Context: an optimization exercise on an open-source flow, tuned for small area, a short achievable clock period and few clock cycles per item. The choices shown serve that exercise and are no tape-out recipe. The RTL was checked by simulation tests, not by an equivalence proof against the original design. Power figures rest on the tool's default switching activity, not on a simulated workload.

File: flow/design.v
module lstm (inputVec, trainingFlag, clock, reset, newSample, dataoutReady, outputVec);
    input  [35:0] inputVec;
    input         trainingFlag;
    input         clock;
    input         reset;
    input         newSample;
    output reg    dataoutReady;
    output [71:0] outputVec;
    localparam LAST = 6'd40;
    reg        busy;
    reg [5:0]  cnt;
    wire [5:0] cnt_n = reset ? 6'd0 : busy ? (cnt == LAST ? 6'd0 : cnt + 6'd1) : (newSample ? 6'd1 : 6'd0);
    wire [5:0] cnt_p = busy ? cnt + 6'd1 : 6'd1;
    wire [5:0] cnt_pp = (busy && !reset && cnt != LAST) ? cnt + 6'd2 : 6'd1;
    reg  [2:0] xsrc_n, bsrc_n, esrc_n;
    reg        psrc_n, ntanh_n;
    reg  [4:0] waddr_n;
    reg  [2:0] xsrc, bsrc, esrc;
    reg        psrc, ntanh;
    reg  [4:0] waddr;
    always @(*) begin
        xsrc_n = 3'd0; bsrc_n = 3'd0; esrc_n = 3'd0; psrc_n = 1'b0; ntanh_n = 1'b0; waddr_n = 5'd0;
        case (cnt_pp)
            6'd1: begin xsrc_n = 3'd0; bsrc_n = 3'd0; esrc_n = 3'd1; psrc_n = 1'b0; ntanh_n = 1'b0; waddr_n = 5'd0; end   
            6'd2: begin xsrc_n = 3'd1; bsrc_n = 3'd0; esrc_n = 3'd0; psrc_n = 1'b0; ntanh_n = 1'b0; waddr_n = 5'd1; end   
            6'd3: begin xsrc_n = 3'd2; bsrc_n = 3'd0; esrc_n = 3'd0; psrc_n = 1'b0; ntanh_n = 1'b0; waddr_n = 5'd2; end   
            6'd4: begin xsrc_n = 3'd3; bsrc_n = 3'd0; esrc_n = 3'd0; psrc_n = 1'b0; ntanh_n = 1'b0; waddr_n = 5'd3; end   
            6'd5: begin xsrc_n = 3'd4; bsrc_n = 3'd0; esrc_n = 3'd0; psrc_n = 1'b0; ntanh_n = 1'b0; waddr_n = 5'd4; end   
            6'd6: begin xsrc_n = 3'd5; bsrc_n = 3'd0; esrc_n = 3'd0; psrc_n = 1'b0; ntanh_n = 1'b0; waddr_n = 5'd5; end   
            6'd7: begin xsrc_n = 3'd0; bsrc_n = 3'd0; esrc_n = 3'd1; psrc_n = 1'b0; ntanh_n = 1'b0; waddr_n = 5'd8; end   
            6'd8: begin xsrc_n = 3'd1; bsrc_n = 3'd0; esrc_n = 3'd0; psrc_n = 1'b0; ntanh_n = 1'b0; waddr_n = 5'd9; end   
            6'd9: begin xsrc_n = 3'd0; bsrc_n = 3'd1; esrc_n = 3'd2; psrc_n = 1'b0; ntanh_n = 1'b1; waddr_n = 5'd0; end   
            6'd10: begin xsrc_n = 3'd2; bsrc_n = 3'd0; esrc_n = 3'd0; psrc_n = 1'b0; ntanh_n = 1'b0; waddr_n = 5'd10; end   
            6'd11: begin xsrc_n = 3'd0; bsrc_n = 3'd2; esrc_n = 3'd3; psrc_n = 1'b0; ntanh_n = 1'b1; waddr_n = 5'd0; end   
            6'd12: begin xsrc_n = 3'd3; bsrc_n = 3'd0; esrc_n = 3'd0; psrc_n = 1'b0; ntanh_n = 1'b0; waddr_n = 5'd11; end   
            6'd13: begin xsrc_n = 3'd4; bsrc_n = 3'd0; esrc_n = 3'd0; psrc_n = 1'b0; ntanh_n = 1'b0; waddr_n = 5'd12; end   
            6'd14: begin xsrc_n = 3'd5; bsrc_n = 3'd0; esrc_n = 3'd0; psrc_n = 1'b0; ntanh_n = 1'b0; waddr_n = 5'd13; end   
            6'd15: begin xsrc_n = 3'd0; bsrc_n = 3'd0; esrc_n = 3'd1; psrc_n = 1'b0; ntanh_n = 1'b0; waddr_n = 5'd16; end   
            6'd16: begin xsrc_n = 3'd1; bsrc_n = 3'd0; esrc_n = 3'd0; psrc_n = 1'b0; ntanh_n = 1'b0; waddr_n = 5'd17; end   
            6'd17: begin xsrc_n = 3'd0; bsrc_n = 3'd1; esrc_n = 3'd2; psrc_n = 1'b0; ntanh_n = 1'b0; waddr_n = 5'd0; end   
            6'd18: begin xsrc_n = 3'd2; bsrc_n = 3'd0; esrc_n = 3'd0; psrc_n = 1'b0; ntanh_n = 1'b0; waddr_n = 5'd18; end   
            6'd19: begin xsrc_n = 3'd0; bsrc_n = 3'd2; esrc_n = 3'd3; psrc_n = 1'b0; ntanh_n = 1'b0; waddr_n = 5'd0; end   
            6'd20: begin xsrc_n = 3'd3; bsrc_n = 3'd0; esrc_n = 3'd0; psrc_n = 1'b0; ntanh_n = 1'b0; waddr_n = 5'd19; end   
            6'd21: begin xsrc_n = 3'd0; bsrc_n = 3'd2; esrc_n = 3'd0; psrc_n = 1'b0; ntanh_n = 1'b0; waddr_n = 5'd0; end   
            6'd22: begin xsrc_n = 3'd4; bsrc_n = 3'd0; esrc_n = 3'd0; psrc_n = 1'b0; ntanh_n = 1'b0; waddr_n = 5'd20; end   
            6'd23: begin xsrc_n = 3'd5; bsrc_n = 3'd0; esrc_n = 3'd0; psrc_n = 1'b0; ntanh_n = 1'b0; waddr_n = 5'd21; end   
            6'd24: begin xsrc_n = 3'd0; bsrc_n = 3'd0; esrc_n = 3'd1; psrc_n = 1'b0; ntanh_n = 1'b0; waddr_n = 5'd24; end   
            6'd25: begin xsrc_n = 3'd1; bsrc_n = 3'd0; esrc_n = 3'd0; psrc_n = 1'b0; ntanh_n = 1'b0; waddr_n = 5'd25; end   
            6'd26: begin xsrc_n = 3'd0; bsrc_n = 3'd1; esrc_n = 3'd2; psrc_n = 1'b0; ntanh_n = 1'b0; waddr_n = 5'd0; end   
            6'd27: begin xsrc_n = 3'd2; bsrc_n = 3'd0; esrc_n = 3'd0; psrc_n = 1'b0; ntanh_n = 1'b0; waddr_n = 5'd26; end   
            6'd28: begin xsrc_n = 3'd0; bsrc_n = 3'd2; esrc_n = 3'd3; psrc_n = 1'b0; ntanh_n = 1'b0; waddr_n = 5'd0; end   
            6'd29: begin xsrc_n = 3'd3; bsrc_n = 3'd0; esrc_n = 3'd0; psrc_n = 1'b0; ntanh_n = 1'b0; waddr_n = 5'd27; end   
            6'd30: begin xsrc_n = 3'd0; bsrc_n = 3'd2; esrc_n = 3'd4; psrc_n = 1'b0; ntanh_n = 1'b0; waddr_n = 5'd0; end   
            6'd31: begin xsrc_n = 3'd4; bsrc_n = 3'd0; esrc_n = 3'd0; psrc_n = 1'b0; ntanh_n = 1'b0; waddr_n = 5'd28; end   
            6'd32: begin xsrc_n = 3'd5; bsrc_n = 3'd0; esrc_n = 3'd0; psrc_n = 1'b0; ntanh_n = 1'b0; waddr_n = 5'd29; end   
            6'd34: begin xsrc_n = 3'd0; bsrc_n = 3'd1; esrc_n = 3'd2; psrc_n = 1'b1; ntanh_n = 1'b1; waddr_n = 5'd0; end   
            6'd35: begin xsrc_n = 3'd0; bsrc_n = 3'd1; esrc_n = 3'd2; psrc_n = 1'b0; ntanh_n = 1'b0; waddr_n = 5'd0; end   
            6'd36: begin xsrc_n = 3'd0; bsrc_n = 3'd2; esrc_n = 3'd3; psrc_n = 1'b1; ntanh_n = 1'b1; waddr_n = 5'd0; end   
            6'd37: begin xsrc_n = 3'd0; bsrc_n = 3'd2; esrc_n = 3'd3; psrc_n = 1'b0; ntanh_n = 1'b0; waddr_n = 5'd0; end   
            6'd39: begin xsrc_n = 3'd0; bsrc_n = 3'd2; esrc_n = 3'd0; psrc_n = 1'b0; ntanh_n = 1'b0; waddr_n = 5'd0; end   
            default: ;
        endcase
    end
    always @(posedge clock) begin
        if (!busy && newSample && !reset) begin
            xsrc <= 3'd1; bsrc <= 3'd0; esrc <= 3'd0; psrc <= 1'b0; ntanh <= 1'b0; waddr <= 5'd1;
        end else begin
            xsrc <= xsrc_n; bsrc <= bsrc_n; esrc <= esrc_n; psrc <= psrc_n; ntanh <= ntanh_n; waddr <= waddr_n;
        end
    end
    reg [1:0] asel_n;
    reg [1:0] kk_n;
    reg [4:0] en_n;    
    always @(*) begin
        asel_n = 2'd0;
        case (cnt_p)
            6'd1: asel_n = 2'd0;   
            6'd2: asel_n = 2'd0;   
            6'd3: asel_n = 2'd0;   
            6'd4: asel_n = 2'd0;   
            6'd5: asel_n = 2'd0;   
            6'd6: asel_n = 2'd0;   
            6'd7: asel_n = 2'd0;   
            6'd8: asel_n = 2'd0;   
            6'd9: asel_n = 2'd1;   
            6'd10: asel_n = 2'd0;   
            6'd11: asel_n = 2'd1;   
            6'd12: asel_n = 2'd0;   
            6'd13: asel_n = 2'd0;   
            6'd14: asel_n = 2'd0;   
            6'd15: asel_n = 2'd0;   
            6'd16: asel_n = 2'd0;   
            6'd17: asel_n = 2'd1;   
            6'd18: asel_n = 2'd0;   
            6'd19: asel_n = 2'd1;   
            6'd20: asel_n = 2'd0;   
            6'd21: asel_n = 2'd3;   
            6'd22: asel_n = 2'd0;   
            6'd23: asel_n = 2'd0;   
            6'd24: asel_n = 2'd0;   
            6'd25: asel_n = 2'd0;   
            6'd26: asel_n = 2'd1;   
            6'd27: asel_n = 2'd0;   
            6'd28: asel_n = 2'd1;   
            6'd29: asel_n = 2'd0;   
            6'd30: asel_n = 2'd2;   
            6'd31: asel_n = 2'd0;   
            6'd32: asel_n = 2'd0;   
            6'd34: asel_n = 2'd2;   
            6'd35: asel_n = 2'd1;   
            6'd36: asel_n = 2'd2;   
            6'd37: asel_n = 2'd1;   
            6'd39: asel_n = 2'd3;   
            default: ;
        endcase
    end
    always @(*) begin
        kk_n = 2'd0; en_n = 5'd0;
        case (cnt_p)
            6'd2: begin kk_n = 2'd0; en_n = 5'b00001; end   
            6'd3: begin kk_n = 2'd1; en_n = 5'b00001; end   
            6'd4: begin kk_n = 2'd2; en_n = 5'b00001; end   
            6'd5: begin kk_n = 2'd1; en_n = 5'b00001; end   
            6'd6: begin kk_n = 2'd1; en_n = 5'b00001; end   
            6'd7: begin kk_n = 2'd1; en_n = 5'b00011; end   
            6'd8: begin kk_n = 2'd0; en_n = 5'b00001; end   
            6'd9: begin kk_n = 2'd1; en_n = 5'b00001; end   
            6'd10: begin kk_n = 2'd0; en_n = 5'b00000; end   
            6'd11: begin kk_n = 2'd2; en_n = 5'b00001; end   
            6'd12: begin kk_n = 2'd0; en_n = 5'b00100; end   
            6'd13: begin kk_n = 2'd1; en_n = 5'b00001; end   
            6'd14: begin kk_n = 2'd1; en_n = 5'b00001; end   
            6'd15: begin kk_n = 2'd1; en_n = 5'b00011; end   
            6'd16: begin kk_n = 2'd0; en_n = 5'b00001; end   
            6'd17: begin kk_n = 2'd1; en_n = 5'b00001; end   
            6'd18: begin kk_n = 2'd0; en_n = 5'b00000; end   
            6'd19: begin kk_n = 2'd2; en_n = 5'b00001; end   
            6'd20: begin kk_n = 2'd0; en_n = 5'b00000; end   
            6'd21: begin kk_n = 2'd1; en_n = 5'b00001; end   
            6'd22: begin kk_n = 2'd0; en_n = 5'b00100; end   
            6'd23: begin kk_n = 2'd1; en_n = 5'b00001; end   
            6'd24: begin kk_n = 2'd1; en_n = 5'b00011; end   
            6'd25: begin kk_n = 2'd0; en_n = 5'b00001; end   
            6'd26: begin kk_n = 2'd1; en_n = 5'b00001; end   
            6'd27: begin kk_n = 2'd0; en_n = 5'b00000; end   
            6'd28: begin kk_n = 2'd2; en_n = 5'b00001; end   
            6'd29: begin kk_n = 2'd0; en_n = 5'b00000; end   
            6'd30: begin kk_n = 2'd1; en_n = 5'b00001; end   
            6'd31: begin kk_n = 2'd0; en_n = 5'b01000; end   
            6'd32: begin kk_n = 2'd1; en_n = 5'b00001; end   
            6'd33: begin kk_n = 2'd1; en_n = 5'b00011; end   
            6'd35: begin kk_n = 2'd0; en_n = 5'b00000; end   
            6'd36: begin kk_n = 2'd0; en_n = 5'b00000; end   
            6'd37: begin kk_n = 2'd0; en_n = 5'b00100; end   
            6'd38: begin kk_n = 2'd0; en_n = 5'b00000; end   
            6'd40: begin kk_n = 2'd0; en_n = 5'b10000; end   
            default: ;
        endcase
    end
    reg [1:0] asel, kk;
    reg [4:0] en;
    always @(posedge clock) begin
        asel <= asel_n;
        kk <= kk_n;
        en <= reset ? 5'd0 : en_n;
        cnt <= cnt_n;
        if (reset) begin
            busy <= 1'b0;
            dataoutReady <= 1'b0;
        end else begin
            dataoutReady <= busy && cnt == LAST;
            if (busy) busy <= cnt != LAST;
            else busy <= newSample;
        end
    end
    wire [12:0] h_q [0:3];
    reg  [17:0] xb;
    always @(posedge clock) begin
        case (xsrc)
            3'd0:    xb <= inputVec[17:0];
            3'd1:    xb <= inputVec[35:18];
            3'd2:    xb <= {{5{h_q[0][12]}}, h_q[0]};
            3'd3:    xb <= {{5{h_q[1][12]}}, h_q[1]};
            3'd4:    xb <= {{5{h_q[2][12]}}, h_q[2]};
            default: xb <= {{5{h_q[3][12]}}, h_q[3]};
        endcase
    end
    wire [71:0] wrow, brow;
    weightRAM ROM (.addr(waddr), .baddr({waddr[4:3], 3'd6}), .word(wrow), .bias(brow));
    genvar r;
    generate
        for (r = 0; r < 4; r = r + 1) begin : U
            gate LANE (.clock(clock), .reset(reset), .xb(xb),
                       .w_n(wrow[18*r +: 13]), .bias_n(brow[18*r +: 18]),
                       .bsrc(bsrc), .esrc(esrc), .psrc(psrc), .ntanh(ntanh),
                       .asel(asel), .kk(kk), .en(en), .h(h_q[r]));
            assign outputVec[18*r +: 18] = {{5{h_q[r][12]}}, h_q[r]};
        end
    endgenerate
endmodule
module gate (clock, reset, xb, w_n, bias_n, bsrc, esrc, psrc, ntanh,
             asel, kk, en, h);
    input             clock, reset;
    input      [17:0] xb;
    input      [12:0] w_n;
    input      [17:0] bias_n;
    input      [2:0]  bsrc, esrc;
    input             psrc, ntanh;
    input      [1:0]  asel;
    input      [1:0]  kk;
    input      [4:0]  en;
    output reg [12:0] h;
    localparam A_XB = 2'd0, A_GV = 2'd1, A_C = 2'd2, A_ZR = 2'd3;
    localparam B_W = 3'd0, B_P2 = 3'd1, B_Y = 3'd2, B_ZR = 3'd3;
    localparam E_ZERO = 3'd0, E_BIAS = 3'd1, E_P1 = 3'd2, E_P0 = 3'd3, E_ZR = 3'd4;
    reg  [28:0] R;
    reg  [17:0] gv, c;
    reg  [12:0] zr;
    wire [28:0] Y;
    wire [17:0] pv = psrc ? c : gv;
    wire [2:0]  si, ti;
    wire [17:0] sp2, sp1, sp0, tp2, tp1, tp0;
    sigmoid SG (.operand(pv), .idx(si), .sel(si), .p2(sp2), .p1(sp1), .p0(sp0));
    tanh    TG (.operand(pv), .idx(ti), .sel(ti), .p2(tp2), .p1(tp1), .p0(tp0));
    wire [17:0] p2 = ntanh ? tp2 : sp2;
    wire [17:0] p1 = ntanh ? tp1 : sp1;
    wire [17:0] p0 = ntanh ? tp0 : sp0;
    reg [12:0] bq;
    reg [17:0] eq;
    always @(posedge clock) begin
        case (bsrc)
            B_W:     bq <= w_n;
            B_P2:    bq <= p2[12:0];
            B_Y:     bq <= Y[23:11];
            default: bq <= zr;
        endcase
        case (esrc)
            E_BIAS:  eq <= bias_n;
            E_P1:    eq <= p1;
            E_P0:    eq <= p0;
            E_ZR:    eq <= {{5{zr[12]}}, zr};
            default: eq <= 18'd0;
        endcase
    end
    reg [17:0] A;
    always @(*) begin
        case (asel)
            A_XB:    A = xb;
            A_GV:    A = gv;
            A_C:     A = c;
            default: A = {{5{zr[12]}}, zr};
        endcase
    end
    wire [28:0] s_n, c_n;
    dot_prod CSA (.a(A), .b(bq), .e(eq), .s(s_n), .c(c_n));
    reg  [28:0] S, C;
    always @(posedge clock) begin
        S <= s_n;
        C <= c_n;
    end
    wire [28:0] K = kk == 2'd1 ? R : kk == 2'd2 ? {R[28:11], 11'd0} : 29'd0;
    assign Y = S + C + K;
    always @(posedge clock) begin
        if (en[0]) R  <= Y;
        if (en[1]) gv <= Y[28:11];
        if (en[2]) zr <= Y[23:11];
        if (reset) begin
            c <= 18'd0;
            h <= 13'd0;
        end else begin
            if (en[3]) c <= Y[28:11];
            if (en[4]) h <= Y[23:11];
        end
    end
endmodule
module dot_prod (a, b, e, s, c);
    input  [17:0] a;
    input  [12:0] b;
    input  [17:0] e;
    output [28:0] s, c;
    wire neg0 = b[1];
    wire one0 = b[0] ^ 1'b0;
    wire two0 = (b[1] & ~b[0] & ~1'b0) | (~b[1] & b[0] & 1'b0);
    wire pp0_0 = ((one0 & a[0])) ^ neg0;
    wire pp0_1 = ((one0 & a[1]) | (two0 & a[0])) ^ neg0;
    wire pp0_2 = ((one0 & a[2]) | (two0 & a[1])) ^ neg0;
    wire pp0_3 = ((one0 & a[3]) | (two0 & a[2])) ^ neg0;
    wire pp0_4 = ((one0 & a[4]) | (two0 & a[3])) ^ neg0;
    wire pp0_5 = ((one0 & a[5]) | (two0 & a[4])) ^ neg0;
    wire pp0_6 = ((one0 & a[6]) | (two0 & a[5])) ^ neg0;
    wire pp0_7 = ((one0 & a[7]) | (two0 & a[6])) ^ neg0;
    wire pp0_8 = ((one0 & a[8]) | (two0 & a[7])) ^ neg0;
    wire pp0_9 = ((one0 & a[9]) | (two0 & a[8])) ^ neg0;
    wire pp0_10 = ((one0 & a[10]) | (two0 & a[9])) ^ neg0;
    wire pp0_11 = ((one0 & a[11]) | (two0 & a[10])) ^ neg0;
    wire pp0_12 = ((one0 & a[12]) | (two0 & a[11])) ^ neg0;
    wire pp0_13 = ((one0 & a[13]) | (two0 & a[12])) ^ neg0;
    wire pp0_14 = ((one0 & a[14]) | (two0 & a[13])) ^ neg0;
    wire pp0_15 = ((one0 & a[15]) | (two0 & a[14])) ^ neg0;
    wire pp0_16 = ((one0 & a[16]) | (two0 & a[15])) ^ neg0;
    wire pp0_17 = ((one0 & a[17]) | (two0 & a[16])) ^ neg0;
    wire pp0_18 = ~(((one0 & a[17]) | (two0 & a[17])) ^ neg0);
    wire neg1 = b[3];
    wire one1 = b[2] ^ b[1];
    wire two1 = (b[3] & ~b[2] & ~b[1]) | (~b[3] & b[2] & b[1]);
    wire pp1_0 = ((one1 & a[0])) ^ neg1;
    wire pp1_1 = ((one1 & a[1]) | (two1 & a[0])) ^ neg1;
    wire pp1_2 = ((one1 & a[2]) | (two1 & a[1])) ^ neg1;
    wire pp1_3 = ((one1 & a[3]) | (two1 & a[2])) ^ neg1;
    wire pp1_4 = ((one1 & a[4]) | (two1 & a[3])) ^ neg1;
    wire pp1_5 = ((one1 & a[5]) | (two1 & a[4])) ^ neg1;
    wire pp1_6 = ((one1 & a[6]) | (two1 & a[5])) ^ neg1;
    wire pp1_7 = ((one1 & a[7]) | (two1 & a[6])) ^ neg1;
    wire pp1_8 = ((one1 & a[8]) | (two1 & a[7])) ^ neg1;
    wire pp1_9 = ((one1 & a[9]) | (two1 & a[8])) ^ neg1;
    wire pp1_10 = ((one1 & a[10]) | (two1 & a[9])) ^ neg1;
    wire pp1_11 = ((one1 & a[11]) | (two1 & a[10])) ^ neg1;
    wire pp1_12 = ((one1 & a[12]) | (two1 & a[11])) ^ neg1;
    wire pp1_13 = ((one1 & a[13]) | (two1 & a[12])) ^ neg1;
    wire pp1_14 = ((one1 & a[14]) | (two1 & a[13])) ^ neg1;
    wire pp1_15 = ((one1 & a[15]) | (two1 & a[14])) ^ neg1;
    wire pp1_16 = ((one1 & a[16]) | (two1 & a[15])) ^ neg1;
    wire pp1_17 = ((one1 & a[17]) | (two1 & a[16])) ^ neg1;
    wire pp1_18 = ~(((one1 & a[17]) | (two1 & a[17])) ^ neg1);
    wire neg2 = b[5];
    wire one2 = b[4] ^ b[3];
    wire two2 = (b[5] & ~b[4] & ~b[3]) | (~b[5] & b[4] & b[3]);
    wire pp2_0 = ((one2 & a[0])) ^ neg2;
    wire pp2_1 = ((one2 & a[1]) | (two2 & a[0])) ^ neg2;
    wire pp2_2 = ((one2 & a[2]) | (two2 & a[1])) ^ neg2;
    wire pp2_3 = ((one2 & a[3]) | (two2 & a[2])) ^ neg2;
    wire pp2_4 = ((one2 & a[4]) | (two2 & a[3])) ^ neg2;
    wire pp2_5 = ((one2 & a[5]) | (two2 & a[4])) ^ neg2;
    wire pp2_6 = ((one2 & a[6]) | (two2 & a[5])) ^ neg2;
    wire pp2_7 = ((one2 & a[7]) | (two2 & a[6])) ^ neg2;
    wire pp2_8 = ((one2 & a[8]) | (two2 & a[7])) ^ neg2;
    wire pp2_9 = ((one2 & a[9]) | (two2 & a[8])) ^ neg2;
    wire pp2_10 = ((one2 & a[10]) | (two2 & a[9])) ^ neg2;
    wire pp2_11 = ((one2 & a[11]) | (two2 & a[10])) ^ neg2;
    wire pp2_12 = ((one2 & a[12]) | (two2 & a[11])) ^ neg2;
    wire pp2_13 = ((one2 & a[13]) | (two2 & a[12])) ^ neg2;
    wire pp2_14 = ((one2 & a[14]) | (two2 & a[13])) ^ neg2;
    wire pp2_15 = ((one2 & a[15]) | (two2 & a[14])) ^ neg2;
    wire pp2_16 = ((one2 & a[16]) | (two2 & a[15])) ^ neg2;
    wire pp2_17 = ((one2 & a[17]) | (two2 & a[16])) ^ neg2;
    wire pp2_18 = ~(((one2 & a[17]) | (two2 & a[17])) ^ neg2);
    wire neg3 = b[7];
    wire one3 = b[6] ^ b[5];
    wire two3 = (b[7] & ~b[6] & ~b[5]) | (~b[7] & b[6] & b[5]);
    wire pp3_0 = ((one3 & a[0])) ^ neg3;
    wire pp3_1 = ((one3 & a[1]) | (two3 & a[0])) ^ neg3;
    wire pp3_2 = ((one3 & a[2]) | (two3 & a[1])) ^ neg3;
    wire pp3_3 = ((one3 & a[3]) | (two3 & a[2])) ^ neg3;
    wire pp3_4 = ((one3 & a[4]) | (two3 & a[3])) ^ neg3;
    wire pp3_5 = ((one3 & a[5]) | (two3 & a[4])) ^ neg3;
    wire pp3_6 = ((one3 & a[6]) | (two3 & a[5])) ^ neg3;
    wire pp3_7 = ((one3 & a[7]) | (two3 & a[6])) ^ neg3;
    wire pp3_8 = ((one3 & a[8]) | (two3 & a[7])) ^ neg3;
    wire pp3_9 = ((one3 & a[9]) | (two3 & a[8])) ^ neg3;
    wire pp3_10 = ((one3 & a[10]) | (two3 & a[9])) ^ neg3;
    wire pp3_11 = ((one3 & a[11]) | (two3 & a[10])) ^ neg3;
    wire pp3_12 = ((one3 & a[12]) | (two3 & a[11])) ^ neg3;
    wire pp3_13 = ((one3 & a[13]) | (two3 & a[12])) ^ neg3;
    wire pp3_14 = ((one3 & a[14]) | (two3 & a[13])) ^ neg3;
    wire pp3_15 = ((one3 & a[15]) | (two3 & a[14])) ^ neg3;
    wire pp3_16 = ((one3 & a[16]) | (two3 & a[15])) ^ neg3;
    wire pp3_17 = ((one3 & a[17]) | (two3 & a[16])) ^ neg3;
    wire pp3_18 = ~(((one3 & a[17]) | (two3 & a[17])) ^ neg3);
    wire neg4 = b[9];
    wire one4 = b[8] ^ b[7];
    wire two4 = (b[9] & ~b[8] & ~b[7]) | (~b[9] & b[8] & b[7]);
    wire pp4_0 = ((one4 & a[0])) ^ neg4;
    wire pp4_1 = ((one4 & a[1]) | (two4 & a[0])) ^ neg4;
    wire pp4_2 = ((one4 & a[2]) | (two4 & a[1])) ^ neg4;
    wire pp4_3 = ((one4 & a[3]) | (two4 & a[2])) ^ neg4;
    wire pp4_4 = ((one4 & a[4]) | (two4 & a[3])) ^ neg4;
    wire pp4_5 = ((one4 & a[5]) | (two4 & a[4])) ^ neg4;
    wire pp4_6 = ((one4 & a[6]) | (two4 & a[5])) ^ neg4;
    wire pp4_7 = ((one4 & a[7]) | (two4 & a[6])) ^ neg4;
    wire pp4_8 = ((one4 & a[8]) | (two4 & a[7])) ^ neg4;
    wire pp4_9 = ((one4 & a[9]) | (two4 & a[8])) ^ neg4;
    wire pp4_10 = ((one4 & a[10]) | (two4 & a[9])) ^ neg4;
    wire pp4_11 = ((one4 & a[11]) | (two4 & a[10])) ^ neg4;
    wire pp4_12 = ((one4 & a[12]) | (two4 & a[11])) ^ neg4;
    wire pp4_13 = ((one4 & a[13]) | (two4 & a[12])) ^ neg4;
    wire pp4_14 = ((one4 & a[14]) | (two4 & a[13])) ^ neg4;
    wire pp4_15 = ((one4 & a[15]) | (two4 & a[14])) ^ neg4;
    wire pp4_16 = ((one4 & a[16]) | (two4 & a[15])) ^ neg4;
    wire pp4_17 = ((one4 & a[17]) | (two4 & a[16])) ^ neg4;
    wire pp4_18 = ~(((one4 & a[17]) | (two4 & a[17])) ^ neg4);
    wire neg5 = b[11];
    wire one5 = b[10] ^ b[9];
    wire two5 = (b[11] & ~b[10] & ~b[9]) | (~b[11] & b[10] & b[9]);
    wire pp5_0 = ((one5 & a[0])) ^ neg5;
    wire pp5_1 = ((one5 & a[1]) | (two5 & a[0])) ^ neg5;
    wire pp5_2 = ((one5 & a[2]) | (two5 & a[1])) ^ neg5;
    wire pp5_3 = ((one5 & a[3]) | (two5 & a[2])) ^ neg5;
    wire pp5_4 = ((one5 & a[4]) | (two5 & a[3])) ^ neg5;
    wire pp5_5 = ((one5 & a[5]) | (two5 & a[4])) ^ neg5;
    wire pp5_6 = ((one5 & a[6]) | (two5 & a[5])) ^ neg5;
    wire pp5_7 = ((one5 & a[7]) | (two5 & a[6])) ^ neg5;
    wire pp5_8 = ((one5 & a[8]) | (two5 & a[7])) ^ neg5;
    wire pp5_9 = ((one5 & a[9]) | (two5 & a[8])) ^ neg5;
    wire pp5_10 = ((one5 & a[10]) | (two5 & a[9])) ^ neg5;
    wire pp5_11 = ((one5 & a[11]) | (two5 & a[10])) ^ neg5;
    wire pp5_12 = ((one5 & a[12]) | (two5 & a[11])) ^ neg5;
    wire pp5_13 = ((one5 & a[13]) | (two5 & a[12])) ^ neg5;
    wire pp5_14 = ((one5 & a[14]) | (two5 & a[13])) ^ neg5;
    wire pp5_15 = ((one5 & a[15]) | (two5 & a[14])) ^ neg5;
    wire pp5_16 = ((one5 & a[16]) | (two5 & a[15])) ^ neg5;
    wire pp5_17 = ((one5 & a[17]) | (two5 & a[16])) ^ neg5;
    wire pp5_18 = ~(((one5 & a[17]) | (two5 & a[17])) ^ neg5);
    wire neg6 = b[12];
    wire one6 = b[12] ^ b[11];
    wire two6 = (b[12] & ~b[12] & ~b[11]) | (~b[12] & b[12] & b[11]);
    wire pp6_0 = ((one6 & a[0])) ^ neg6;
    wire pp6_1 = ((one6 & a[1]) | (two6 & a[0])) ^ neg6;
    wire pp6_2 = ((one6 & a[2]) | (two6 & a[1])) ^ neg6;
    wire pp6_3 = ((one6 & a[3]) | (two6 & a[2])) ^ neg6;
    wire pp6_4 = ((one6 & a[4]) | (two6 & a[3])) ^ neg6;
    wire pp6_5 = ((one6 & a[5]) | (two6 & a[4])) ^ neg6;
    wire pp6_6 = ((one6 & a[6]) | (two6 & a[5])) ^ neg6;
    wire pp6_7 = ((one6 & a[7]) | (two6 & a[6])) ^ neg6;
    wire pp6_8 = ((one6 & a[8]) | (two6 & a[7])) ^ neg6;
    wire pp6_9 = ((one6 & a[9]) | (two6 & a[8])) ^ neg6;
    wire pp6_10 = ((one6 & a[10]) | (two6 & a[9])) ^ neg6;
    wire pp6_11 = ((one6 & a[11]) | (two6 & a[10])) ^ neg6;
    wire pp6_12 = ((one6 & a[12]) | (two6 & a[11])) ^ neg6;
    wire pp6_13 = ((one6 & a[13]) | (two6 & a[12])) ^ neg6;
    wire pp6_14 = ((one6 & a[14]) | (two6 & a[13])) ^ neg6;
    wire pp6_15 = ((one6 & a[15]) | (two6 & a[14])) ^ neg6;
    wire pp6_16 = ((one6 & a[16]) | (two6 & a[15])) ^ neg6;
    wire fs0 = pp0_10 ^ pp1_8;
    wire fc0 = pp0_10 & pp1_8;
    wire fs1 = pp0_11 ^ pp1_9 ^ pp2_7;
    wire fc1 = (pp0_11 & pp1_9) | (pp2_7 & (pp0_11 ^ pp1_9));
    wire fs2 = pp0_12 ^ pp1_10 ^ pp2_8;
    wire fc2 = (pp0_12 & pp1_10) | (pp2_8 & (pp0_12 ^ pp1_10));
    wire fs3 = pp3_6 ^ pp4_4 ^ pp5_2;
    wire fc3 = (pp3_6 & pp4_4) | (pp5_2 & (pp3_6 ^ pp4_4));
    wire fs4 = pp0_13 ^ pp1_11 ^ pp2_9;
    wire fc4 = (pp0_13 & pp1_11) | (pp2_9 & (pp0_13 ^ pp1_11));
    wire fs5 = pp3_7 ^ pp4_5 ^ pp5_3;
    wire fc5 = (pp3_7 & pp4_5) | (pp5_3 & (pp3_7 ^ pp4_5));
    wire fs6 = pp0_14 ^ pp1_12 ^ pp2_10;
    wire fc6 = (pp0_14 & pp1_12) | (pp2_10 & (pp0_14 ^ pp1_12));
    wire fs7 = pp3_8 ^ pp4_6 ^ pp5_4;
    wire fc7 = (pp3_8 & pp4_6) | (pp5_4 & (pp3_8 ^ pp4_6));
    wire fs8 = pp0_15 ^ pp1_13 ^ pp2_11;
    wire fc8 = (pp0_15 & pp1_13) | (pp2_11 & (pp0_15 ^ pp1_13));
    wire fs9 = pp3_9 ^ pp4_7 ^ pp5_5;
    wire fc9 = (pp3_9 & pp4_7) | (pp5_5 & (pp3_9 ^ pp4_7));
    wire fs10 = pp0_16 ^ pp1_14 ^ pp2_12;
    wire fc10 = (pp0_16 & pp1_14) | (pp2_12 & (pp0_16 ^ pp1_14));
    wire fs11 = pp3_10 ^ pp4_8 ^ pp5_6;
    wire fc11 = (pp3_10 & pp4_8) | (pp5_6 & (pp3_10 ^ pp4_8));
    wire fs12 = pp0_17 ^ pp1_15 ^ pp2_13;
    wire fc12 = (pp0_17 & pp1_15) | (pp2_13 & (pp0_17 ^ pp1_15));
    wire fs13 = pp3_11 ^ pp4_9 ^ pp5_7;
    wire fc13 = (pp3_11 & pp4_9) | (pp5_7 & (pp3_11 ^ pp4_9));
    wire fs14 = pp0_18 ^ pp1_16 ^ pp2_14;
    wire fc14 = (pp0_18 & pp1_16) | (pp2_14 & (pp0_18 ^ pp1_16));
    wire fs15 = pp3_12 ^ pp4_10 ^ pp5_8;
    wire fc15 = (pp3_12 & pp4_10) | (pp5_8 & (pp3_12 ^ pp4_10));
    wire fs16 = pp6_6 ^ e[7];
    wire fc16 = pp6_6 & e[7];
    wire fs17 = pp1_17 ^ pp2_15 ^ pp3_13;
    wire fc17 = (pp1_17 & pp2_15) | (pp3_13 & (pp1_17 ^ pp2_15));
    wire fs18 = pp4_11 ^ pp5_9 ^ pp6_7;
    wire fc18 = (pp4_11 & pp5_9) | (pp6_7 & (pp4_11 ^ pp5_9));
    wire fs19 = e[8] ^ 1'b1;
    wire fc19 = e[8] & 1'b1;
    wire fs20 = pp1_18 ^ pp2_16 ^ pp3_14;
    wire fc20 = (pp1_18 & pp2_16) | (pp3_14 & (pp1_18 ^ pp2_16));
    wire fs21 = pp4_12 ^ pp5_10 ^ pp6_8;
    wire fc21 = (pp4_12 & pp5_10) | (pp6_8 & (pp4_12 ^ pp5_10));
    wire fs22 = pp2_17 ^ pp3_15 ^ pp4_13;
    wire fc22 = (pp2_17 & pp3_15) | (pp4_13 & (pp2_17 ^ pp3_15));
    wire fs23 = pp5_11 ^ pp6_9;
    wire fc23 = pp5_11 & pp6_9;
    wire fs24 = pp2_18 ^ pp3_16 ^ pp4_14;
    wire fc24 = (pp2_18 & pp3_16) | (pp4_14 & (pp2_18 ^ pp3_16));
    wire fs25 = pp3_17 ^ pp4_15;
    wire fc25 = pp3_17 & pp4_15;
    wire fs26 = pp0_6 ^ pp1_4;
    wire fc26 = pp0_6 & pp1_4;
    wire fs27 = pp0_7 ^ pp1_5;
    wire fc27 = pp0_7 & pp1_5;
    wire fs28 = pp0_8 ^ pp1_6 ^ pp2_4;
    wire fc28 = (pp0_8 & pp1_6) | (pp2_4 & (pp0_8 ^ pp1_6));
    wire fs29 = pp3_2 ^ pp4_0;
    wire fc29 = pp3_2 & pp4_0;
    wire fs30 = pp0_9 ^ pp1_7 ^ pp2_5;
    wire fc30 = (pp0_9 & pp1_7) | (pp2_5 & (pp0_9 ^ pp1_7));
    wire fs31 = pp3_3 ^ pp4_1;
    wire fc31 = pp3_3 & pp4_1;
    wire fs32 = pp2_6 ^ pp3_4 ^ pp4_2;
    wire fc32 = (pp2_6 & pp3_4) | (pp4_2 & (pp2_6 ^ pp3_4));
    wire fs33 = pp5_0 ^ neg5 ^ fs0;
    wire fc33 = (pp5_0 & neg5) | (fs0 & (pp5_0 ^ neg5));
    wire fs34 = pp3_5 ^ pp4_3 ^ pp5_1;
    wire fc34 = (pp3_5 & pp4_3) | (pp5_1 & (pp3_5 ^ pp4_3));
    wire fs35 = e[0] ^ fs1 ^ fc0;
    wire fc35 = (e[0] & fs1) | (fc0 & (e[0] ^ fs1));
    wire fs36 = pp6_0 ^ neg6 ^ e[1];
    wire fc36 = (pp6_0 & neg6) | (e[1] & (pp6_0 ^ neg6));
    wire fs37 = fs2 ^ fs3 ^ fc1;
    wire fc37 = (fs2 & fs3) | (fc1 & (fs2 ^ fs3));
    wire fs38 = pp6_1 ^ e[2] ^ fs4;
    wire fc38 = (pp6_1 & e[2]) | (fs4 & (pp6_1 ^ e[2]));
    wire fs39 = fs5 ^ fc2 ^ fc3;
    wire fc39 = (fs5 & fc2) | (fc3 & (fs5 ^ fc2));
    wire fs40 = pp6_2 ^ e[3] ^ fs6;
    wire fc40 = (pp6_2 & e[3]) | (fs6 & (pp6_2 ^ e[3]));
    wire fs41 = fs7 ^ fc4 ^ fc5;
    wire fc41 = (fs7 & fc4) | (fc5 & (fs7 ^ fc4));
    wire fs42 = pp6_3 ^ e[4] ^ fs8;
    wire fc42 = (pp6_3 & e[4]) | (fs8 & (pp6_3 ^ e[4]));
    wire fs43 = fs9 ^ fc6 ^ fc7;
    wire fc43 = (fs9 & fc6) | (fc7 & (fs9 ^ fc6));
    wire fs44 = pp6_4 ^ e[5] ^ fs10;
    wire fc44 = (pp6_4 & e[5]) | (fs10 & (pp6_4 ^ e[5]));
    wire fs45 = fs11 ^ fc8 ^ fc9;
    wire fc45 = (fs11 & fc8) | (fc9 & (fs11 ^ fc8));
    wire fs46 = pp6_5 ^ e[6] ^ fs12;
    wire fc46 = (pp6_5 & e[6]) | (fs12 & (pp6_5 ^ e[6]));
    wire fs47 = fs13 ^ fc10 ^ fc11;
    wire fc47 = (fs13 & fc10) | (fc11 & (fs13 ^ fc10));
    wire fs48 = 1'b1 ^ fs14 ^ fs15;
    wire fc48 = (1'b1 & fs14) | (fs15 & (1'b1 ^ fs14));
    wire fs49 = fs16 ^ fc12 ^ fc13;
    wire fc49 = (fs16 & fc12) | (fc13 & (fs16 ^ fc12));
    wire fs50 = fs17 ^ fs18 ^ fs19;
    wire fc50 = (fs17 & fs18) | (fs19 & (fs17 ^ fs18));
    wire fs51 = fc14 ^ fc15 ^ fc16;
    wire fc51 = (fc14 & fc15) | (fc16 & (fc14 ^ fc15));
    wire fs52 = e[9] ^ fs20 ^ fs21;
    wire fc52 = (e[9] & fs20) | (fs21 & (e[9] ^ fs20));
    wire fs53 = fc17 ^ fc18 ^ fc19;
    wire fc53 = (fc17 & fc18) | (fc19 & (fc17 ^ fc18));
    wire fs54 = e[10] ^ 1'b1 ^ fs22;
    wire fc54 = (e[10] & 1'b1) | (fs22 & (e[10] ^ 1'b1));
    wire fs55 = fs23 ^ fc20 ^ fc21;
    wire fc55 = (fs23 & fc20) | (fc21 & (fs23 ^ fc20));
    wire fs56 = pp5_12 ^ pp6_10 ^ e[11];
    wire fc56 = (pp5_12 & pp6_10) | (e[11] & (pp5_12 ^ pp6_10));
    wire fs57 = fs24 ^ fc22 ^ fc23;
    wire fc57 = (fs24 & fc22) | (fc23 & (fs24 ^ fc22));
    wire fs58 = pp5_13 ^ pp6_11 ^ e[12];
    wire fc58 = (pp5_13 & pp6_11) | (e[12] & (pp5_13 ^ pp6_11));
    wire fs59 = 1'b1 ^ fs25 ^ fc24;
    wire fc59 = (1'b1 & fs25) | (fc24 & (1'b1 ^ fs25));
    wire fs60 = pp3_18 ^ pp4_16 ^ pp5_14;
    wire fc60 = (pp3_18 & pp4_16) | (pp5_14 & (pp3_18 ^ pp4_16));
    wire fs61 = pp6_12 ^ e[13] ^ fc25;
    wire fc61 = (pp6_12 & e[13]) | (fc25 & (pp6_12 ^ e[13]));
    wire fs62 = pp4_17 ^ pp5_15 ^ pp6_13;
    wire fc62 = (pp4_17 & pp5_15) | (pp6_13 & (pp4_17 ^ pp5_15));
    wire fs63 = e[14] ^ 1'b1;
    wire fc63 = e[14] & 1'b1;
    wire fs64 = pp4_18 ^ pp5_16 ^ pp6_14;
    wire fc64 = (pp4_18 & pp5_16) | (pp6_14 & (pp4_18 ^ pp5_16));
    wire fs65 = pp5_17 ^ pp6_15;
    wire fc65 = pp5_17 & pp6_15;
    wire fs66 = pp0_4 ^ pp1_2;
    wire fc66 = pp0_4 & pp1_2;
    wire fs67 = pp0_5 ^ pp1_3;
    wire fc67 = pp0_5 & pp1_3;
    wire fs68 = pp2_2 ^ pp3_0 ^ neg3;
    wire fc68 = (pp2_2 & pp3_0) | (neg3 & (pp2_2 ^ pp3_0));
    wire fs69 = pp2_3 ^ pp3_1 ^ fs27;
    wire fc69 = (pp2_3 & pp3_1) | (fs27 & (pp2_3 ^ pp3_1));
    wire fs70 = neg4 ^ fs28 ^ fs29;
    wire fc70 = (neg4 & fs28) | (fs29 & (neg4 ^ fs28));
    wire fs71 = fs30 ^ fs31 ^ fc28;
    wire fc71 = (fs30 & fs31) | (fc28 & (fs30 ^ fs31));
    wire fs72 = fs32 ^ fs33 ^ fc30;
    wire fc72 = (fs32 & fs33) | (fc30 & (fs32 ^ fs33));
    wire fs73 = fs34 ^ fs35 ^ fc32;
    wire fc73 = (fs34 & fs35) | (fc32 & (fs34 ^ fs35));
    wire fs74 = fs36 ^ fs37 ^ fc34;
    wire fc74 = (fs36 & fs37) | (fc34 & (fs36 ^ fs37));
    wire fs75 = fs38 ^ fs39 ^ fc36;
    wire fc75 = (fs38 & fs39) | (fc36 & (fs38 ^ fs39));
    wire fs76 = fs40 ^ fs41 ^ fc38;
    wire fc76 = (fs40 & fs41) | (fc38 & (fs40 ^ fs41));
    wire fs77 = fs42 ^ fs43 ^ fc40;
    wire fc77 = (fs42 & fs43) | (fc40 & (fs42 ^ fs43));
    wire fs78 = fs44 ^ fs45 ^ fc42;
    wire fc78 = (fs44 & fs45) | (fc42 & (fs44 ^ fs45));
    wire fs79 = fs46 ^ fs47 ^ fc44;
    wire fc79 = (fs46 & fs47) | (fc44 & (fs46 ^ fs47));
    wire fs80 = fs48 ^ fs49 ^ fc46;
    wire fc80 = (fs48 & fs49) | (fc46 & (fs48 ^ fs49));
    wire fs81 = fs50 ^ fs51 ^ fc48;
    wire fc81 = (fs50 & fs51) | (fc48 & (fs50 ^ fs51));
    wire fs82 = fs52 ^ fs53 ^ fc50;
    wire fc82 = (fs52 & fs53) | (fc50 & (fs52 ^ fs53));
    wire fs83 = fs54 ^ fs55 ^ fc52;
    wire fc83 = (fs54 & fs55) | (fc52 & (fs54 ^ fs55));
    wire fs84 = fs56 ^ fs57 ^ fc54;
    wire fc84 = (fs56 & fs57) | (fc54 & (fs56 ^ fs57));
    wire fs85 = fs58 ^ fs59 ^ fc56;
    wire fc85 = (fs58 & fs59) | (fc56 & (fs58 ^ fs59));
    wire fs86 = fs60 ^ fs61 ^ fc58;
    wire fc86 = (fs60 & fs61) | (fc58 & (fs60 ^ fs61));
    wire fs87 = fs62 ^ fs63 ^ fc60;
    wire fc87 = (fs62 & fs63) | (fc60 & (fs62 ^ fs63));
    wire fs88 = e[15] ^ fs64 ^ fc62;
    wire fc88 = (e[15] & fs64) | (fc62 & (e[15] ^ fs64));
    wire fs89 = e[16] ^ 1'b1 ^ fs65;
    wire fc89 = (e[16] & 1'b1) | (fs65 & (e[16] ^ 1'b1));
    wire fs90 = pp5_18 ^ pp6_16 ^ e[17];
    wire fc90 = (pp5_18 & pp6_16) | (e[17] & (pp5_18 ^ pp6_16));
    wire fs91 = pp0_2 ^ pp1_0;
    wire fc91 = pp0_2 & pp1_0;
    wire fs92 = pp0_3 ^ pp1_1;
    wire fc92 = pp0_3 & pp1_1;
    wire fs93 = pp2_0 ^ neg2 ^ fs66;
    wire fc93 = (pp2_0 & neg2) | (fs66 & (pp2_0 ^ neg2));
    wire fs94 = pp2_1 ^ fs67 ^ fc66;
    wire fc94 = (pp2_1 & fs67) | (fc66 & (pp2_1 ^ fs67));
    wire fs95 = fs26 ^ fs68 ^ fc67;
    wire fc95 = (fs26 & fs68) | (fc67 & (fs26 ^ fs68));
    wire fs96 = fc26 ^ fs69 ^ fc68;
    wire fc96 = (fc26 & fs69) | (fc68 & (fc26 ^ fs69));
    wire fs97 = fc27 ^ fs70 ^ fc69;
    wire fc97 = (fc27 & fs70) | (fc69 & (fc27 ^ fs70));
    wire fs98 = fc29 ^ fs71 ^ fc70;
    wire fc98 = (fc29 & fs71) | (fc70 & (fc29 ^ fs71));
    wire fs99 = fc31 ^ fs72 ^ fc71;
    wire fc99 = (fc31 & fs72) | (fc71 & (fc31 ^ fs72));
    wire fs100 = fc33 ^ fs73 ^ fc72;
    wire fc100 = (fc33 & fs73) | (fc72 & (fc33 ^ fs73));
    wire fs101 = fc35 ^ fs74 ^ fc73;
    wire fc101 = (fc35 & fs74) | (fc73 & (fc35 ^ fs74));
    wire fs102 = fc37 ^ fs75 ^ fc74;
    wire fc102 = (fc37 & fs75) | (fc74 & (fc37 ^ fs75));
    wire fs103 = fc39 ^ fs76 ^ fc75;
    wire fc103 = (fc39 & fs76) | (fc75 & (fc39 ^ fs76));
    wire fs104 = fc41 ^ fs77 ^ fc76;
    wire fc104 = (fc41 & fs77) | (fc76 & (fc41 ^ fs77));
    wire fs105 = fc43 ^ fs78 ^ fc77;
    wire fc105 = (fc43 & fs78) | (fc77 & (fc43 ^ fs78));
    wire fs106 = fc45 ^ fs79 ^ fc78;
    wire fc106 = (fc45 & fs79) | (fc78 & (fc45 ^ fs79));
    wire fs107 = fc47 ^ fs80 ^ fc79;
    wire fc107 = (fc47 & fs80) | (fc79 & (fc47 ^ fs80));
    wire fs108 = fc49 ^ fs81 ^ fc80;
    wire fc108 = (fc49 & fs81) | (fc80 & (fc49 ^ fs81));
    wire fs109 = fc51 ^ fs82 ^ fc81;
    wire fc109 = (fc51 & fs82) | (fc81 & (fc51 ^ fs82));
    wire fs110 = fc53 ^ fs83 ^ fc82;
    wire fc110 = (fc53 & fs83) | (fc82 & (fc53 ^ fs83));
    wire fs111 = fc55 ^ fs84 ^ fc83;
    wire fc111 = (fc55 & fs84) | (fc83 & (fc55 ^ fs84));
    wire fs112 = fc57 ^ fs85 ^ fc84;
    wire fc112 = (fc57 & fs85) | (fc84 & (fc57 ^ fs85));
    wire fs113 = fc59 ^ fs86 ^ fc85;
    wire fc113 = (fc59 & fs86) | (fc85 & (fc59 ^ fs86));
    wire fs114 = fc61 ^ fs87 ^ fc86;
    wire fc114 = (fc61 & fs87) | (fc86 & (fc61 ^ fs87));
    wire fs115 = fc63 ^ fs88 ^ fc87;
    wire fc115 = (fc63 & fs88) | (fc87 & (fc63 ^ fs88));
    wire fs116 = fc64 ^ fs89 ^ fc88;
    wire fc116 = (fc64 & fs89) | (fc88 & (fc64 ^ fs89));
    wire fs117 = fc65 ^ fs90 ^ fc89;
    wire fc117 = (fc65 & fs90) | (fc89 & (fc65 ^ fs90));
    assign s[0] = pp0_0;
    assign c[0] = neg0;
    assign s[1] = pp0_1;
    assign c[1] = 1'b0;
    assign s[2] = neg1;
    assign c[2] = fs91;
    assign s[3] = fs92;
    assign c[3] = fc91;
    assign s[4] = fs93;
    assign c[4] = fc92;
    assign s[5] = fs94;
    assign c[5] = fc93;
    assign s[6] = fs95;
    assign c[6] = fc94;
    assign s[7] = fs96;
    assign c[7] = fc95;
    assign s[8] = fs97;
    assign c[8] = fc96;
    assign s[9] = fs98;
    assign c[9] = fc97;
    assign s[10] = fs99;
    assign c[10] = fc98;
    assign s[11] = fs100;
    assign c[11] = fc99;
    assign s[12] = fs101;
    assign c[12] = fc100;
    assign s[13] = fs102;
    assign c[13] = fc101;
    assign s[14] = fs103;
    assign c[14] = fc102;
    assign s[15] = fs104;
    assign c[15] = fc103;
    assign s[16] = fs105;
    assign c[16] = fc104;
    assign s[17] = fs106;
    assign c[17] = fc105;
    assign s[18] = fs107;
    assign c[18] = fc106;
    assign s[19] = fs108;
    assign c[19] = fc107;
    assign s[20] = fs109;
    assign c[20] = fc108;
    assign s[21] = fs110;
    assign c[21] = fc109;
    assign s[22] = fs111;
    assign c[22] = fc110;
    assign s[23] = fs112;
    assign c[23] = fc111;
    assign s[24] = fs113;
    assign c[24] = fc112;
    assign s[25] = fs114;
    assign c[25] = fc113;
    assign s[26] = fs115;
    assign c[26] = fc114;
    assign s[27] = fs116;
    assign c[27] = fc115;
    assign s[28] = fs117;
    assign c[28] = fc116;
endmodule
module weightRAM (addr, baddr, word, bias);
    input  [4:0]  addr, baddr;
    output [71:0] word, bias;
    reg [71:0] ROM_matrix [0:31];
    initial begin
        $readmemh("weights.hex", ROM_matrix);
    end
    assign word = ROM_matrix[addr];
    assign bias = ROM_matrix[baddr];
endmodule
module sigmoid (operand, idx, sel, p2, p1, p0);
    input  signed [17:0] operand;
    output [2:0] idx;
    input  [2:0] sel;
    output reg signed [17:0] p2, p1, p0;
    assign idx = operand < -18'sd12288 ? 3'd0 :
                 operand < -18'sd6144 ? 3'd1 :
                 operand < 18'sd0 ? 3'd2 :
                 operand < 18'sd6144 ? 3'd3 :
                 operand < 18'sd12288 ? 3'd4 :
                 3'd5;
    always @(*) begin
        case (sel)
            3'd0: begin p2 = 18'sd0; p1 = 18'sd0; p0 = 18'sd0; end
            3'd1: begin p2 = 18'sd13; p1 = 18'sd147; p0 = 18'sd416; end
            3'd2: begin p2 = 18'sd83; p1 = 18'sd558; p0 = 18'sd1028; end
            3'd3: begin p2 = -18'sd83; p1 = 18'sd558; p0 = 18'sd1020; end
            3'd4: begin p2 = -18'sd13; p1 = 18'sd147; p0 = 18'sd1632; end
            default: begin p2 = 18'sd0; p1 = 18'sd0; p0 = 18'sd2048; end
        endcase
    end
endmodule
module tanh (operand, idx, sel, p2, p1, p0);
    input  signed [17:0] operand;
    output [2:0] idx;
    input  [2:0] sel;
    output reg signed [17:0] p2, p1, p0;
    assign idx = operand < -18'sd6144 ? 3'd0 :
                 operand < -18'sd2048 ? 3'd1 :
                 operand < 18'sd0 ? 3'd2 :
                 operand < 18'sd2048 ? 3'd3 :
                 operand < 18'sd6144 ? 3'd4 :
                 3'd5;
    always @(*) begin
        case (sel)
            3'd0: begin p2 = 18'sd0; p1 = 18'sd0; p0 = -18'sd2048; end
            3'd1: begin p2 = 18'sd184; p1 = 18'sd953; p0 = -18'sd815; end
            3'd2: begin p2 = 18'sd647; p1 = 18'sd2220; p0 = 18'sd6; end
            3'd3: begin p2 = -18'sd649; p1 = 18'sd2223; p0 = -18'sd7; end
            3'd4: begin p2 = -18'sd185; p1 = 18'sd953; p0 = 18'sd817; end
            default: begin p2 = 18'sd0; p1 = 18'sd0; p0 = 18'sd2048; end
        endcase
    end
endmodule
File: flow/weights.hex
001b7ff4ffeac40132
006080396ffb6bfda1
005d7fc8400203fd1e
ff548049100e1bfeb5
000d7fd8500d840451
00f90012000c1ffbfd
ffb7bfea3ffad80010
000000000000000000
ffebfffffff64bfbc6
febdbfff60077ffae8
fea8ffa96004b402b3
ff59003d0ff4980527
004a404f8ff07fff1d
ff5c003c7015bffc39
0078ffefaffe3000fe
000000000000000000
fecb3ffcf0104402e8
ff7f80284ff1cbfe3f
ffa9ffd81014fc0369
ff26c02d2005e003f2
feabbff5aff4a3fb32
00ca00020ff8cbfcef
0207c085f01dd00832
000000000000000000
0069ffb81fed4bfabc
feadffd67002f7fbc9
00aec0563ff7e8006a
fee10047b008e7fc79
ffef8026601233fac0
ff70403540050c044a
0035c00b20047fff81
000000000000000000
File: flow/flow/run.sh
#!/bin/bash
# The standard layout (standard.sh: the standard synthesis and ORFS
# flow, unchanged), with a larger setup-repair margin so that repair_timing
# keeps improving paths past what the 12 ns period alone asks for.
# ORFS writes each step's full log under orfs/logs; make's output goes to
# standard.log here.
bash standard.sh SETUP_SLACK_MARGIN=${FLOW_SETUP_MARGIN:-7.3} finish > standard.log 2>&1
File: flow/standard.sh
#!/bin/bash
# synth_recipe.tcl (not shown) runs the flow's synth.tcl, then flattens the netlist and writes it again
# the make line also repeats each setting of config.mk as NAME=value (left out here)
make -C /OpenROAD-flow-scripts/flow DESIGN_CONFIG=/design/flow/config.mk WORK_HOME=/design/flow/orfs CLKGATE_MAP_FILE= SYNTH_SCRIPT=/design/flow/synth_recipe.tcl "${@:-finish}"
File: flow/config.mk
export PLATFORM = sky130hd
export DESIGN_NAME = lstm
export DESIGN_NICKNAME = lstm
export VERILOG_FILES = /design/flow/design.v
export SDC_FILE = /design/flow/constraint.sdc
export NUM_CORES = 4
export LEC_CHECK = 0
export ABC_CLOCK_PERIOD_IN_PS = 5000
export CAP_MARGIN = 20
export CORE_MARGIN = 2
export CORE_UTILIZATION = 45
export PLACE_DENSITY = 0.6
export SETUP_SLACK_MARGIN = 5
export SLEW_MARGIN = 20
File: flow/constraint.sdc
create_clock -name core_clock -period 12.0 [get_ports {clock}]
set_input_delay 2.4000 -clock core_clock [delete_from_list [all_inputs] [get_ports {clock}]]
set_output_delay 2.4000 -clock core_clock [all_outputs]
set_load 0.01 [all_outputs]
==> flow_summary.yaml, run 1 <==
outcome:
  outcome: "timing/DRC/antenna clean"
setup_path:
  worstSetupStartpoint: "asel[0]"
  required_ns: 12.59
  slowest_delay_ns: 0.57
  r2r_start: "asel[0]"
  path_cells: "buf_4 > buf_12 > nor2_2 > buf_4 > nor3_1 > a21oi_1 > buf_4 > nor2_1 > a211oi_1 > o22ai_1 > fa_1 > inv_1 > fa_1 > fa_1 > inv_1 > fa_1 > inv_1"
  path_common_cell: "fa_1"
  rr_worst_depth: 17
  path_max_fanout: 7
  r2r_end: "U[0].LANE.S[12]"
  cp-end-kind: "flop"
  r2r_setup_slack_ns: 7.35
  timing.critical_path.to: "U[0].LANE.S[12]"
  cp-start-kind: "flop"
  slowest_stage: "fa_1"
  worst_ep_arrival_time_ns: 5.23
  path_class: "flop to flop"
min_path:
  worstHoldPathType: "flop to flop"
  worstHoldStart: "U[2].LANE.c[9]"
sta:
  whs_ns: 0.4859
  clock_skew_ns: 0.02710
  finalHoldViolations: 0
  fin_crit_ns: 4.648
  rsz0062_at_grt: "true"
  max_clock_freq_ghz: 0.2152
  tns_ns: 0
  worstMarginPinSlew_ns: 1.334
  maxSlewViolCount: 0
  max_slew_margin: 0.1104
  setup_viol: 0
  finalCritPeriodShare: 0.3873
global_routing:
  grt_max_degree: 108
  grt-busiest-layer: "met2"
  grt_pass1_vias: 59975
  antenna_found_initial: 14
  gr-total-overflow: 0
  grt_pass1_wl_um: 373600
  globalRouteTotalUtil: 0.3037
  gr-usage-met2: 0.4752
  use_met1: 0.4240
  met3_usage: 0.05224
die:
  std_cell_rows: 144
  initial_core_util: 0.4532
  dieWidth_um: 398.1
  dieArea_um2: 158500
  core-area_um2: 154200
  io_pins: 113
  die_y_um: 398.1
final_layout:
  syn2layout_area_growth_pct: 9.947
  fillers: 14871
  drive_gt1_frac: 0.08935
  fin_nets: 9227
  regArea_um2: 17370
  multiInputGateArea_um2: 47140
yosys:
  synthTopCellsByCount: "a21oi_1 (1,084), inv_1 (894), nor2_1 (815), nand2_1 (777), clkbuf_1 (681)"
  synth_ff_type: "dfxtp_1"
  yosys.cell_count.top_type: "a21oi_1"
  synth-edff-count: 240
  ys_types: 101
  syn_area_um2: 69900
  syn_avg_cell_area_um2: 7.901
  syn_nets: 9609
  synth_top_area_cell: "dfxtp_1"
  yosys.area.top_type_share: 0.1441
  synth.area.top_cells: "dfxtp_1 (14%), fa_1 (14%), edfxtp_1 (10%)"
  ys_async_sr_fraction: 0
  synth-seq-cells: 743
  ys_warn_count: 5
  ys_seq_area_frac: 0.2472
  synthCells: 8847
detailed_routing:
  wl_per_cell_um: 23.67
  drtIter0Drc: 7287
  firstDrtPassIters: 9
  ant_nets: 0
  routed_wl_um: 250600
  vias_per_cell: 6.193
  vias: 65577
  drc: 0
place:
  dp_hpwl_um: 174200
  gp_congestion: 1.015
  port_buffers: 111
cts:
  cts_made_buffers: 86
  cts_root_buf: "clkbuf_16"
  hold_buffers: 0
  clock-sinks: 743
  cts_tree: "done"
  cts_max_path_buffers: 3
  clkLatencyLatePin_ns: 0.71
  htreeDepth: 3
  path_clk_slew_ns: 0.06
power:
  irDropWorstVdd_v: 0.0002158
  p_leak_nw: 30.94
  p_per_area_nw_per_um2: 257.3
job:
  drv_cap: 0
==> worst min path at each step <==
stage,slack [ns],cells after the start,end
6_report,0.49,2,U[2].LANE.c[9]
5_1_grt,0.50,2,U[2].LANE.c[9]
4_1_cts,0.47,2,U[1].LANE.c[9]
3_5_place_dp,0.46,2,U[1].LANE.c[9]
3_3_place_gp,0.45,2,U[1].LANE.c[9]
2_1_floorplan,0.33,0,U[0].LANE.C[0]
==> through the flow <==
| stage | util | power, mW | cells | area, µm² | setup WS, ns |
|---|---|---|---|---|---|
| floorplan | - | 12.77 | 8847 | 69900 | 7.543 |
| global placement | 0.4657 | 16.35 | 10342 | 71820 | 6.114 |
| detailed placement | 0.4659 | 16.56 | 10344 | 71860 | 6.186 |
| CTS | 0.4896 | 19.52 | 10526 | 75520 | 7.179 |
| global route | 0.4982 | 21.65 | 10583 | 76840 | 7.175 |
| finish | 0.4983 | 19.78 | 10589 | 76850 | 7.352 |
==> state kept, by name, summed over array words and instances (netlist names), 3 cells and up <==
register,count
U.LANE.C,112
U.LANE.R,116
U.LANE.S,116
U.LANE.bq,52
U.LANE.c,72
U.LANE.eq,52
U.LANE.gv,72
U.LANE.h,52
U.LANE.zr,52
cnt,6
en,5
esrc,3
waddr,5
xb,18
==> metal layers <==
layer / routed length (µm) / part of all wire / up-vias
met5: 69 / 0.00028 / -
met4: 9080 / 0.036 / 10
met3: 21990 / 0.088 / 469
met2: 112800 / 0.45 / 3101
met1: 106600 / 0.43 / 31899
li1: - / - / 30098
==> where the power goes <==
part,internal [mW],switching [mW],leakage [nW]
Clock,1.59,1.12,1.44
Sequential,3.91,0.226,6.34
Combinational,4.68,8.25,23.2
==> what timing repair did <==
action,CTS,global route
pin swaps,3,20
endpoints found under the setup margin,417,222
gates resized for setup,113,149
buffers inserted,14,45
cloned,6,10
==> area by class of cell <==
cell class,count,area share
Clock buffer,122,0.03269
Antenna cell,6,0.0001954
Timing Repair inverter,1,0.00006512
Sequential cell,743,0.2260
Tap cell,2044,0.03328
Inverter,921,0.04523
Clock inverter,40,0.005063
Multi-Input combinational cell,6361,0.6134
Timing Repair Buffer,351,0.04406
==> worst max-delay path, delay by kind of cell (launching register included) <==
family	cells	cell delay (ns)
flops	1	0.43
compound gates	3	0.54
fa+ha+maj	4	2.08
simple gates	3	0.56
buf+inv	7	0.92
==> cell usage in the layout, fill, tap and decap left out, types with 240 or more instances in the layout <==
| master | synthesis | final |
|---|---|---|
| o21ai_0 | 348 | 342 |
| edfxtp_1 | 240 | 240 |
| fa_1 | 488 | 488 |
| nor2_1 | 815 | 797 |
| inv_1 | 894 | 892 |
| nand2_1 | 777 | 777 |
| dfxtp_1 | 503 | 457 |
| a211oi_1 | 301 | 295 |
| o22ai_1 | 277 | 276 |
| a21oi_1 | 1084 | 1062 |
==> kinds of logic after synthesis <==
| logic type | count (synthesis) | synth area share |
|---|---|---|
| simple gates | 2222 | 0.1379 |
| fa+ha+maj | 802 | 0.1931 |
| flops | 743 | 0.2472 |
| xor+xnor | 253 | 0.03170 |
| mux | 199 | 0.03344 |
| buf+inv | 1751 | 0.09641 |
| compound gates | 2877 | 0.2603 |
Testbench counts, summed over its fixed seeds: cycles 13,128, items 320.
==> run 2, diff against run 1 <==
==> flow/run.sh (new file) <==
#!/bin/bash
# synth_recipe.tcl (not shown) runs the flow's synth.tcl, then flattens the netlist and writes it again
# the make line also repeats each setting of config.mk as NAME=value (left out here)
make -C /OpenROAD-flow-scripts/flow DESIGN_CONFIG=/design/flow/config.mk WORK_HOME=/design/flow/orfs CLKGATE_MAP_FILE= SYNTH_SCRIPT=/design/flow/synth_recipe.tcl finish
removed: flow/flow/run.sh
removed: flow/standard.sh
==> run 2 against run 1 <==
Synthesized cell count stayed put. Routed wire length is 3.9% lower. Flip-flop and latch count stayed put. Die area stayed put. Area after synthesis stayed put. Clock power hardly changed. Critical path type unchanged. Critical endpoint is now U[3].LANE.S[15].
==> flow_summary.yaml, run 2 <==
detailed_routing:
  wl_per_cell_um: 22.91
  drtIter0Drc: 6852
  ant_nets: 0
  wl_met1_um: 104900
  drc: 0
  route.met2.wl_um: 108900
  routed_wl_um: 240800
  vias: 64786
  wl_met3_um: 19500
  vias_per_cell: 6.162
  maxUsedRoutingLayer: "met5"
  firstDrtPassIters: 8
cts:
  clock-sinks: 743
  path_clk_slew_ns: 0.06
  htreeDepth: 3
  cts_tree: "done"
  clkLatencyLatePin_ns: 0.70
  cts_max_path_buffers: 3
  cts_made_buffers: 86
  cts_resized: 0
  cts_setup_buffers: 0
  cts_root_buf: "clkbuf_16"
  hold_buffers: 0
die:
  dieArea_um2: 158500
  initial_core_util: 0.4532
  core-area_um2: 154200
  io_pins: 113
  std_cell_rows: 144
  die_y_um: 398.1
  dieWidth_um: 398.1
setup_path:
  path_buf_inv: 4
  path_class: "flop to flop"
  path_common_cell: "fa_1"
  cp-start-kind: "flop"
  slowest_stage: "a21oi_1"
  required_ns: 12.57
  path_cells: "buf_12 > mux2_2 > a21oi_1 > nor2_1 > a211oi_1 > o22ai_1 > fa_1 > inv_1 > fa_1 > inv_1 > fa_1 > inv_1 > fa_1"
  cp-end-kind: "flop"
  worst_ep_arrival_time_ns: 6.22
  critPathTopFamily: "adder cells"
  path_max_fanout: 127
  slowest_delay_ns: 0.85
global_routing:
  grt_max_degree: 128
  globalRouteTotalUtil: 0.2977
  grt_pass1_wl_um: 367300
  antenna_found_initial: 13
  gr-total-overflow: 0
  grt_pass1_vias: 59537
sta:
  setup_viol: 0
  finalHoldViolations: 0
  finalCritPeriodShare: 0.4705
  max_clock_freq_ghz: 0.1771
  worstMarginPinSlew_ns: 1.285
  tns_ns: 0
  max_slew_margin: 0.1413
  maxSlewViolCount: 0
  clock_skew_ns: 0.02459
  fin_crit_ns: 5.646
  rsz0062_at_grt: "false"
place:
  gp_congestion: 1.015
  port_buffers: 111
  dp_hpwl_um: 174200
yosys:
  ys_warn_count: 5
  yosys.cell_count.top_type: "a21oi_1"
  synth_ff_type: "dfxtp_1"
  syn_avg_cell_area_um2: 7.901
  ys_async_sr_fraction: 0
  ys_types: 101
  yosys.area.top_type_share: 0.1441
  synth-edff-count: 240
  synth.area.top_cells: "dfxtp_1 (14%), fa_1 (14%), edfxtp_1 (10%)"
  synth-seq-cells: 743
  syn_nets: 9609
  synth_top_area_cell: "dfxtp_1"
  synthTopCellsByCount: "a21oi_1 (1,084), inv_1 (894), nor2_1 (815), nand2_1 (777), clkbuf_1 (681)"
  ys_seq_area_frac: 0.2472
  syn_area_um2: 69900
  synthCells: 8847
final_layout:
  fin_nets: 9157
  final_common_cell: "a21oi_1"
  fillers: 15034
  syn2layout_area_growth_pct: 7.230
  largestRegisters: "U.LANE.R x116, U.LANE.S x116, U.LANE.C x112"
  final_cell_mix: "a21oi_1 (1,073), inv_1 (894), nor2_1 (807)"
  drive_gt1_frac: 0.06565
  postLayoutCoreUtil: 0.4860
power:
  p_per_area_nw_per_um2: 256.9
  irDropWorstVdd_v: 0.0001959
  p_leak_nw: 30.36
outcome:
  outcome: "timing/DRC/antenna clean"
job:
  drv_cap: 0
min_path:
  worstHoldPathType: "flop to flop"
[run 2: logic make-up after synthesis]
family | after synthesis | share of synthesized area
AOI/OAI and AO/OA | 2877 | 0.2603
xor gates and xnor gates | 253 | 0.03170
adders and majority gates | 802 | 0.1931
buffers and inverters | 1751 | 0.09641
DFF | 743 | 0.2472
muxes | 199 | 0.03344
and+or+nand+nor | 2222 | 0.1379
[run 2: stage by stage]
stage	instance area (µm²)	instances	power (mW)	setup WS, ns	hold slack [ns]
4_1_cts	74760	10506	19.34	6.179	0.4684
6_report	74950	10514	19.25	6.354	0.4732
3_5_place_dp	71860	10344	16.56	6.186	0.4598
5_1_grt	74950	10513	21.17	6.073	0.4983
3_3_place_gp	71820	10342	16.35	6.114	0.4492
2_1_floorplan	69900	8847	12.77	7.543	0.3290
[run 2: metal layers]
layer	GRT usage	vias to the layer above
met3	0.04971	385
met5	0	-
met1	0.4168	31604
li1	-	29908
met2	0.4689	2883
met4	0.09131	6
[run 2: cell type report]
class / instances / area [µm²] / area share
multi-input combinational: 6353 / 46120 / 0.6153
sequential: 743 / 17370 / 0.2317
inverter: 921 / 3457 / 0.04612
tap: 2044 / 2557 / 0.03412
timing repair buffer: 290 / 2550 / 0.03402
clock buffer: 122 / 2512 / 0.03352
clock inverter: 40 / 389.1 / 0.005192
antenna: 1 / 2.502 / 0.00003339
[run 2: worst register-to-register path: cells and delay by family (launching register included)]
kind	cells	cell delay [ns]
buf+inv	4	0.61
compound gates	3	1.26
flops	1	0.67
simple gates	1	0.13
mux	1	0.79
fa+ha+maj	4	2.07
[run 2: where the power goes]
group | internal, mW | switching, mW
registers | 3.91 | 0.220
logic | 4.39 | 8.02
clock network | 1.59 | 1.12
total | 9.90 | 9.36
[run 2: path summary, 6_finish.rpt]
| path | from | end | slack, ns | cells after the start |
|---|---|---|---|---|
| worst max-delay path | asel[0] | U[3].LANE.S[15] | 6.35 | 13 |
| worst min register to register | U[1].LANE.c[9] | U[1].LANE.c[9] | 0.47 | 2 |
| worst min-delay path | U[1].LANE.c[9] | U[1].LANE.c[9] | 0.47 | 2 |
| worst max register to register | asel[0] | U[3].LANE.S[15] | 6.35 | 13 |

==> what the ideal ports hide <==
How much do the figures lean on ideal ports? The routed layouts below were timed once more, with nothing changed but the port constraints. Step 1 assumes that a clkbuf_16 drives the clock port and a buf_2 every other input. Step 2 adds t to the input delays and takes it off the output delays; t is the mean of the earliest and latest rising clock arrival at the registers after step 1. Input paths then give back, and output paths get back, about the clock's delay inside the block. Three values: ideal, step 1, step 2; two values: the first two.
run	shift t [ns]	setup WS [ns]	worst data-port slew with drivers (ns)
run 1	0.769	7.352 / 7.352 / 6.849	0.07
run 2	0.764	6.354 / 6.354 / 6.255	0.06
After both steps setup and hold are still met in every run listed. For run 1, which loses most, drivers alone change the setup slack by 0.000 ns; drivers and shift together by -0.503 ns.
